Source: an optimization exercise on an open RTL-to-GDS flow (aim: small area and a short achievable clock period). Production flows keep margins and buffers that such runs may drop. The RTL was checked by simulation tests, not by an equivalence proof against the original design. Power figures rest on the tool's default switching activity, not on a simulated workload.

Design mac, start of the top module:
module mac(
  input clk,
  input rst,
  input signed [7:0] in_a,
  input signed [7:0] in_b,
  output logic signed [15:0] out);
  logic rst_q;
  logic [15:0] reg_c;
  logic [15:0] row0_d, row0;
  logic [15:0] row1_d, row1;
  wire pp0_0, pp0_1, pp0_2, pp0_3, pp0_4, pp0_5, pp0_6, pp0_7, pp1_0, pp1_1,
       pp1_2, pp1_3, pp1_4, pp1_5, pp1_6, pp1_7, pp2_0, pp2_1, pp2_2, pp2_3,
       pp2_4, pp2_5, pp2_6, pp2_7, pp3_0, pp3_1, pp3_2, pp3_3, pp3_4, pp3_5,
       pp3_6, pp3_7, pp4_0, pp4_1, pp4_2, pp4_3, pp4_4, pp4_5, pp4_6, pp4_7,
       pp5_0, pp5_1, pp5_2, pp5_3, pp5_4, pp5_5, pp5_6, pp5_7, pp6_0, pp6_1,
       pp6_2, pp6_3, pp6_4, pp6_5, pp6_6, pp6_7, pp7_0, pp7_1, pp7_2, pp7_3,
       pp7_4, pp7_5, pp7_6, pp7_7, s1, c2, s3, c4, s5, c6,
       s7, c8, s9, c10, s11, c12, s13, c14, s15, c16,
       s17, c18, s19, c20, s21, c22, s23, c24, s25, c26,
       s27, c28, s29, c30, s31, c32, s33, c34, s35, c36,
       s37, c38, s39, c40, s41, c42, s43, c44, s45, c46,
       s47, c48, s49, c50, s51, c52, s53, c54, s55, c56,
       s57, c58, s59, c60, s61, c62, s63, c64, s65, c66,
       s67, c68, s69, c70, s71, c72, s73, c74, s75, c76,
       s77, c78, s79, c80, s81, c82, s83, c84;
  assign pp0_0 = in_a[0] & in_b[0];
  assign pp0_1 = in_a[0] & in_b[1];
  assign pp0_2 = in_a[0] & in_b[2];
  assign pp0_3 = in_a[0] & in_b[3];
  assign pp0_4 = in_a[0] & in_b[4];
  assign pp0_5 = in_a[0] & in_b[5];
  assign pp0_6 = in_a[0] & in_b[6];
  assign pp0_7 = in_a[0] & in_b[7];
  assign pp1_0 = in_a[1] & in_b[0];
  assign pp1_1 = in_a[1] & in_b[1];
  assign pp1_2 = in_a[1] & in_b[2];
  assign pp1_3 = in_a[1] & in_b[3];
  assign pp1_4 = in_a[1] & in_b[4];
  assign pp1_5 = in_a[1] & in_b[5];
  assign pp1_6 = in_a[1] & in_b[6];
  assign pp1_7 = in_a[1] & in_b[7];
  assign pp2_0 = in_a[2] & in_b[0];
  assign pp2_1 = in_a[2] & in_b[1];
  assign pp2_2 = in_a[2] & in_b[2];
  assign pp2_3 = in_a[2] & in_b[3];
  assign pp2_4 = in_a[2] & in_b[4];
  assign pp2_5 = in_a[2] & in_b[5];
  assign pp2_6 = in_a[2] & in_b[6];
  assign pp2_7 = in_a[2] & in_b[7];
  assign pp3_0 = in_a[3] & in_b[0];
  assign pp3_1 = in_a[3] & in_b[1];
  assign pp3_2 = in_a[3] & in_b[2];
  assign pp3_3 = in_a[3] & in_b[3];
  assign pp3_4 = in_a[3] & in_b[4];
  assign pp3_5 = in_a[3] & in_b[5];
  assign pp3_6 = in_a[3] & in_b[6];
  ...
For scale: ~3100 µm² of cells after synthesis.
==> flow/config.mk <==
export PLATFORM = sky130hd
export DESIGN_NAME = mac
export DESIGN_NICKNAME = mac
export VERILOG_FILES = /design/flow/design.v
export SDC_FILE = /design/flow/constraint.sdc
export NUM_CORES = 4
export LEC_CHECK = 0
export CAP_MARGIN = 20
export CORE_MARGIN = 2
export CORE_UTILIZATION = 40
export SETUP_SLACK_MARGIN = 1.4
export SLEW_MARGIN = 20
==> flow/constraint.sdc <==
create_clock -name core_clock -period 4.2 [get_ports {clk}]
set_input_delay 0.8400 -clock core_clock [delete_from_list [all_inputs] [get_ports {clk}]]
set_output_delay 0.8400 -clock core_clock [all_outputs]
set_load 0.01 [all_outputs]
standard.sh (not shown) runs the stock make flow with config.mk's settings and CLKGATE_MAP_FILE= SYNTH_SCRIPT=/design/flow/synth_recipe.tcl, a recipe that flattens the netlist after the stock synthesis.
==> flow/flow/run.sh <==
#!/bin/bash
# Standard layout flow with two changes: Yosys's synth runs with -noabc, so
# the full adders written in the RTL reach extract_fa without the inverters
# abc -fast would add, and the port buffers are plain buf_1 cells (repair
# still upsizes them where timing needs it). Each tool's output is logged.
set -e
bash standard.sh SYNTH_ARGS=-noabc "BUFFER_PORTS_ARGS=-buffer_cell sky130_fd_sc_hd__buf_1" finish > standard.log 2>&1
The baseline went through all stages and came out clean.
Then changed:
==> flow/flow/run.sh (replaced) <==
#!/bin/bash
# Standard layout flow with two changes: Yosys's synth runs with -noabc, so
# the full adders written in the RTL reach extract_fa without the inverters
# abc -fast would add, CTS adds no dummy loads, and the port buffers are plain buf_1 cells (repair
# still upsizes them where timing needs it). Each tool's output is logged.
set -e
bash standard.sh SYNTH_ARGS=-noabc "BUFFER_PORTS_ARGS=-buffer_cell sky130_fd_sc_hd__buf_1" "CTS_ARGS=-sink_clustering_enable -repair_clock_nets -dont_use_dummy_load" finish > standard.log 2>&1
Settings changed: ABC_CLOCK_PERIOD_IN_PS set to 2500.
After rerunning:
- wire length grows slightly
- combinational power is about the same
- core utilization shrinks by 0.57 points
- global-route usage stays flat
- power shrinks by a few percent
- via count shrinks slightly
- cell area shrinks slightly
Then changed:
--- a/flow/flow/run.sh
+++ b/flow/flow/run.sh
@@ -6,2 +6,2 @@
 set -e
-bash standard.sh SYNTH_ARGS=-noabc "BUFFER_PORTS_ARGS=-buffer_cell sky130_fd_sc_hd__buf_1" "CTS_ARGS=-sink_clustering_enable -repair_clock_nets -dont_use_dummy_load" finish > standard.log 2>&1
+bash standard.sh ADDER_MAP_FILE= "BUFFER_PORTS_ARGS=-buffer_cell sky130_fd_sc_hd__buf_1" "CTS_ARGS=-sink_clustering_enable -repair_clock_nets -dont_use_dummy_load" finish > standard.log 2>&1
Settings changed: ABC_CLOCK_PERIOD_IN_PS 2500 to unset.
Hold slack hardly moves; total power goes up by about 30%; setup slack is better by 140 ps; final area goes up by 28%; routed wire length goes up by about 44%; clock skew goes up by 15 ps; critical path depth goes up by 3; die area goes up by 31%.
Then changed:
--- a/flow/flow/run.sh
+++ b/flow/flow/run.sh
@@ -6,2 +6,2 @@
 set -e
-bash standard.sh ADDER_MAP_FILE= "BUFFER_PORTS_ARGS=-buffer_cell sky130_fd_sc_hd__buf_1" "CTS_ARGS=-sink_clustering_enable -repair_clock_nets -dont_use_dummy_load" finish > standard.log 2>&1
+bash standard.sh SYNTH_ARGS=-noabc SYNTH_OPERATIONS_ARGS=-nofsm "BUFFER_PORTS_ARGS=-buffer_cell sky130_fd_sc_hd__buf_1" "CTS_ARGS=-sink_clustering_enable -repair_clock_nets -dont_use_dummy_load" finish > standard.log 2>&1
=> Die area drops by 26%; global-route usage drops by 2.1 points; power drops by 28%; via count drops by 52%; wire length drops by 40%.


## run 1
Starting RTL as in the previous note.
export LEC_CHECK = 0
export CAP_MARGIN = 20
export CORE_MARGIN = 2
export CORE_UTILIZATION = 40
export SETUP_SLACK_MARGIN = 1.4
export SLEW_MARGIN = 20
create_clock -name core_clock -period 4.2 [get_ports {clk}]
==> flow/flow/run.sh <==
#!/bin/bash
# Standard layout flow with two changes: Yosys's synth runs with -noabc, so
# the full adders written in the RTL reach extract_fa without the inverters
# abc -fast would add, CTS adds no dummy loads, and the port buffers are plain buf_1 cells (repair
# still upsizes them where timing needs it). Each tool's output is logged.
set -e
bash standard.sh SYNTH_ARGS=-noabc "BUFFER_PORTS_ARGS=-buffer_cell sky130_fd_sc_hd__buf_1" "CTS_ARGS=-sink_clustering_enable -repair_clock_nets -dont_use_dummy_load -buf_list sky130_fd_sc_hd__clkbuf_4" finish > standard.log 2>&1
Run 1 finished every step from synthesis to the final layout, and the layout passed the timing, design-rule and antenna checks.
Relative to run 1, the following input files were edited for run 2:
Settings: changing SETUP_SLACK_MARGIN from 1.4 to 1.5.
==> flow/flow/run.sh <==
#!/bin/bash
# Standard layout flow with two changes: Yosys's synth runs with -noabc, so
# the full adders written in the RTL reach extract_fa without the inverters
# abc -fast would add, CTS adds no dummy loads, and the port buffers are plain buf_1 cells (repair
# still upsizes them where timing needs it). Each tool's output is logged.
set -e
bash standard.sh SYNTH_ARGS=-noabc SYNTH_OPERATIONS_ARGS=-nofsm "BUFFER_PORTS_ARGS=-buffer_cell sky130_fd_sc_hd__buf_1" "CTS_ARGS=-sink_clustering_enable -repair_clock_nets -dont_use_dummy_load" finish > standard.log 2>&1
[summary]
Run 2 ended with every stage complete and zero timing, DRC or antenna violations.
STATUS detailed-route wire length: run 2 wins against run 1
Row final worst-path cycle share: run 2 higher / run 1 lower
The lower actual transition at the worst max-transition pin came out of run 1.
Half-perimeter wire length after placement, run 2 and run 1: larger value in run 1
Cmp run 2 and run 1 / portion of total power attributed to the clock network / lower: run 1
## Diff of input files: run 3 against run 2
Settings: SETUP_SLACK_MARGIN: 1.5 -> 1.4.
==> flow/flow/run.sh <==
#!/bin/bash
# Standard layout flow with two changes: Yosys's synth runs with -noabc, so
# the full adders written in the RTL reach extract_fa without the inverters
# abc -fast would add, CTS adds no dummy loads, and the port buffers are plain buf_1 cells (repair
# still upsizes them where timing needs it). Each tool's output is logged.
set -e
bash standard.sh SYNTH_ARGS=-noabc "BUFFER_PORTS_ARGS=-buffer_cell sky130_fd_sc_hd__buf_1" "CTS_ARGS=-sink_clustering_enable -repair_clock_nets -dont_use_dummy_load -buf_list sky130_fd_sc_hd__clkbuf_4 -sink_clustering_size 30 -sink_clustering_max_diameter 100" finish > standard.log 2>&1
--- outcome ---
- Note that the average wire per standard cell recorded for run 3 amounts to 1.06 times the value seen in run 2.
- Violation count after the first detailed-routing iteration grows by more than 100% when moving from run 2 to run 3.
- In the flow results for run 2 and run 3, the fraction of area in multi-input gates is smaller on run 2.
#### Input delta (run 4 over run 3)
Settings: ABC_AREA: unset -> 1.
==> flow/flow/run.sh <==
#!/bin/bash
# Standard layout flow with two changes: Yosys's synth runs with -noabc, so
# the full adders written in the RTL reach extract_fa without the inverters
# abc -fast would add, CTS adds no dummy loads, and the port buffers are plain buf_1 cells (repair
# still upsizes them where timing needs it). Each tool's output is logged.
set -e
bash standard.sh SYNTH_ARGS=-noabc "BUFFER_PORTS_ARGS=-buffer_cell sky130_fd_sc_hd__buf_1" "CTS_ARGS=-sink_clustering_enable -repair_clock_nets -dont_use_dummy_load" finish > standard.log 2>&1
Findings:
Run 3 vs run 4, most common cell after layout, fill and taps aside: and2_1 vs nand2_1
Relative to run 3, number of standard cells in the layout, taps in and fillers out increased by 37% in run 4.
From run 3 to run 4 the numbers moved as follows: routed length on met2 now larger, first-iteration DRC count went down.
Relative to run 3, run 4 improves post-route worst hold slack.
From run 3 to run 4 the numbers moved as follows: final net count higher, part of the total power dissipated in combinational logic higher.
> inputs changed (run 4 -> run 5)
Settings: swapping 1.4 for 1.2 in SETUP_SLACK_MARGIN; clearing ABC_AREA, which used to be 1.
==> flow/flow/run.sh <==
#!/bin/bash
# Standard layout flow with two changes: Yosys's synth runs with -noabc, so
# the full adders written in the RTL reach extract_fa without the inverters
# abc -fast would add, and the port buffers are plain buf_1 cells (repair
# still upsizes them where timing needs it). Each tool's output is logged.
set -e
bash standard.sh SYNTH_ARGS=-noabc "BUFFER_PORTS_ARGS=-buffer_cell sky130_fd_sc_hd__buf_1" finish > standard.log 2>&1
==> run summary <==
Run 5: done, clean on timing, DRC and antenna. Run 5 vs run 4 on final-stage net count: run 5 is the lower one. The wire length on met3 number comes out lower for run 4 vs run 5. Run 4 ended up with nand2_1 as its leading cell type in the layout, fill and taps excluded; run 5 ended up with and2_1. Compared with run 4, placement density in the core of run 5 is higher. Per the comparison of run 5 with run 4, relative max-transition margin went up; arrival time at the worst endpoint grew by 0.19 ns. Lower register-to-register slack among run 4 and run 5: run 5.

==> re-timing with driven ports <==
Ports are ideal in the flow. The routed layouts listed here were re-timed in OpenROAD.
Step 1 assumes that a clkbuf_16 drives the clock port and a buf_2 every other input.
Step 2, shift: input delay + t, output delay - t, t = (earliest + latest rising clock arrival at the registers) / 2. This alone moves slack from input paths to output paths.
Three values: ideal, step 1, step 2; two values: the first two.
run | t, ns | slack for setup (ns) | clock arrival spread, ns | worst slew at a driven data input, ns
the first run of note 1 | 0.322 | 1.424 / 1.433 / 1.111 | 0.011 / 0.011 | 0.03
the second run of note 1 | 0.318 | 1.433 / 1.442 / 1.124 | 0.007 / 0.007 | 0.03
the third run of note 1 | 0.325 | 1.572 / 1.579 / 1.254 | 0.023 / 0.023 | 0.03
the fourth run of note 1 | 0.314 | 1.409 / 1.414 / 1.100 | 0.009 / 0.010 | 0.03
run 1 | 0.359 | 1.483 / 1.483 / 1.123 | 0.011 / 0.011 | 0.03
run 2 | 0.314 | 1.449 / 1.437 / 1.123 | 0.014 / 0.014 | 0.05
run 3 | 0.359 | 1.483 / 1.483 / 1.123 | 0.011 / 0.011 | 0.03
run 4 | 0.316 | 1.434 / 1.441 / 1.126 | 0.017 / 0.017 | 0.04
run 5 | 0.323 | 1.263 / 1.265 / 0.943 | 0.005 / 0.005 | 0.03
After both steps setup and hold are still met in every run listed.
